Background: an optimization exercise with open tools, aiming at small area. Do not read the settings as production practice.
The RTL was checked by simulation tests, not by an equivalence proof against the original design.
Power figures rest on the tool's default switching activity, not on a simulated workload.

==> inputs of run a <==
// Arr4x4
module Arr4x4(Err_mac, Err_mult,
             w1_in, w2_in, w3_in, w4_in,
             a1_in, a2_in, a3_in, a4_in,
             w1_out, w2_out, w3_out, w4_out,
             a1_out, a2_out, a3_out, a4_out,
             c1_out, c2_out, c3_out, c4_out,
             clk, rst_n, hold);
input [7:0] w1_in, w2_in, w3_in, w4_in;
input [7:0] a1_in, a2_in, a3_in, a4_in;
input clk, rst_n, hold;
input [15:0] Err_mac, Err_mult;
output [7:0] w1_out, w2_out, w3_out, w4_out;
output [7:0] a1_out, a2_out, a3_out, a4_out;
output [23:0] c1_out, c2_out, c3_out, c4_out;
wire [7:0] w11, a11;
wire [15:0] c11;
wire [0:0] k11;
wire [7:0] w12, a12;
wire [16:0] c12;
wire [0:0] k12;
wire [7:0] w13, a13;
wire [16:0] c13;
wire [0:0] k13;
wire [7:0] w14, a14;
wire [17:0] c14;
wire [0:0] k14;
wire [7:0] w21, a21;
wire [15:0] c21;
wire [0:0] k21;
wire [7:0] w22, a22;
wire [16:0] c22;
wire [0:0] k22;
wire [7:0] w23, a23;
wire [16:0] c23;
wire [0:0] k23;
wire [7:0] w24, a24;
wire [17:0] c24;
wire [0:0] k24;
wire [7:0] w31, a31;
wire [15:0] c31;
wire [0:0] k31;
wire [7:0] w32, a32;
wire [16:0] c32;
wire [0:0] k32;
wire [7:0] w33, a33;
wire [16:0] c33;
wire [0:0] k33;
wire [7:0] w34, a34;
wire [17:0] c34;
wire [0:0] k34;
wire [7:0] w41, a41;
wire [15:0] c41;
wire [0:0] k41;
wire [7:0] w42, a42;
wire [16:0] c42;
wire [0:0] k42;
wire [7:0] w43, a43;
wire [16:0] c43;
wire [0:0] k43;
wire [7:0] w44, a44;
wire [17:0] c44;
wire [0:0] k44;
wire hold_d;
wire [7:0] a51;
REG24_hold #(1) regH(clk, rst_n, hold, hold_d);
REG8_hold regA5(clk, rst_n, a41, a51, 1'b0);
  ...
export LEC_CHECK = 0
export ABC_AREA = 1
export CAP_MARGIN = 5
export CORE_MARGIN = 2
export CORE_UTILIZATION = 60
export CTS_BUF_LIST = sky130_fd_sc_hd__clkbuf_16
export CTS_CLUSTER_DIAMETER = 100
export CTS_CLUSTER_SIZE = 25
export SLEW_MARGIN = 5
create_clock -name core_clock -period 7.5 [get_ports {clk}]
standard.sh (not shown) runs the stock make flow with config.mk's settings and CLKGATE_MAP_FILE= SYNTH_SCRIPT=/design/flow/synth_recipe.tcl, a recipe that flattens the netlist after the stock synthesis.
==> flow/flow/run.sh <==
#!/bin/bash
# Standard layout, with one netlist step added after synthesis: invpush4.py
# removes inverters around full-adder cells (a full adder is self-dual, and a
# nand2 of two signals is a nor2 of their complements), which
# leaves the logic and every register unchanged. Ports are buffered with buf_1.
set -euo pipefail
W=$(pwd)
R=$W/orfs/results/$FLOW_PLATFORM/Arr4x4/base
bash standard.sh synth > $W/synth.log 2>&1
python3 $W/flow/invpush4.py $R/1_2_yosys.v $R/1_2_yosys_invpush.v > $W/invpush.log 2>&1
cp $R/1_2_yosys.v $W/1_2_yosys_standard.v
mv $R/1_2_yosys_invpush.v $R/1_2_yosys.v
rm -f $R/1_synth.odb $R/1_synth.sdc
bash standard.sh "BUFFER_PORTS_ARGS=-buffer_cell sky130_fd_sc_hd__buf_1" REMOVE_ABC_BUFFERS=1 finish > $W/layout.log 2>&1
Other scripts of this flow, unchanged in this note and not shown: flow/flow/invpush4.py
==> run b (differences from run a) <==
- CAP_MARGIN: 5 -> 0
- CTS_CLUSTER_SIZE: 25 -> 20
- SLEW_MARGIN: 5 -> 0
==> results.txt <==
First element of the critical path: run b Err_mult[4]; run a Err_mac[11]
Met3 Wirelength: run b 5600 µm; run a 5740 µm
Fraction of the cycle the final worst path needs: run b 0.897; run a 0.886
Power in the clock group: run b 1.93 mW; run a 1.85 mW
Switching power share of the total: run b 0.420; run a 0.426
Overall global routing resource usage: run b 0.305; run a 0.304
Leak pwr: run b 21.2 nW; run a 21.2 nW
Buffers plus inverters on the worst setup path: run b 3; run a 1
Final setup margin: run b 776 ps; run a 856 ps
Number of violations reported at the end of detailed-routing iteration 0: run b 2165; run a 2280
Maximum vdd drop: run b 0.362 mV; run a 0.394 mV
Total internal power: run b 8.01 mW; run a 7.88 mW
Clock transition at the registers of the reported paths: run b 80 ps; run a 100 ps
Fin cells: run b 4927; run a 4932
Clock Network Area Fraction: run b 0.0232; run a 0.0228
Worst Path Max Fanout: run b 8; run a 7
Post-route standard cell area excluding fillers: run b 45000 µm²; run a 45000 µm²
Area growth syn-to-layout: run b 5.93%; run a 5.88%
Critical Path Stages: run b 17; run a 15
Worst R2R Setup Slack: run b 990 ps; run a 1000 ps
Routed WL: run b 104000 µm; run a 104000 µm
Clock group share of total power: run b 0.140; run a 0.135
Result of the run: run b no timing/DRC/antenna violations; run a no timing/DRC/antenna violations
Number of filler instances in the final layout: run b 5777; run a 5756
Number of nets in the finished design: run b 5165; run a 5161

## port drivers added, routing unchanged
Ports are ideal in the flow. The routed layouts listed here were re-timed in OpenROAD. Step 1 sets driving cells, clkbuf_16 on the clock port and buf_2 on the other inputs (assumed; they add their load-dependent delay and slew). Step 2 adds t to the input delays and takes it off the output delays; t is the mean of the earliest and latest rising clock arrival at the registers after step 1. Input paths then give back, and output paths get back, about the clock's delay inside the block. Three values: ideal ports, drivers, drivers and shift; two values: the first two.
run	shift t [ns]	slack for setup (ns)	clock arrival spread, ns	worst register clock-pin slew, ns
run a	0.697	0.856 / 0.895 / 0.198	0.027 / 0.028	0.10 / 0.10
run b	0.633	0.776 / 0.807 / 0.174	0.027 / 0.027	0.09 / 0.09
After both steps setup and hold are still met in every run listed. For run a, which loses most, drivers alone change the setup slack by +0.039 ns; drivers and shift together by -0.658 ns.
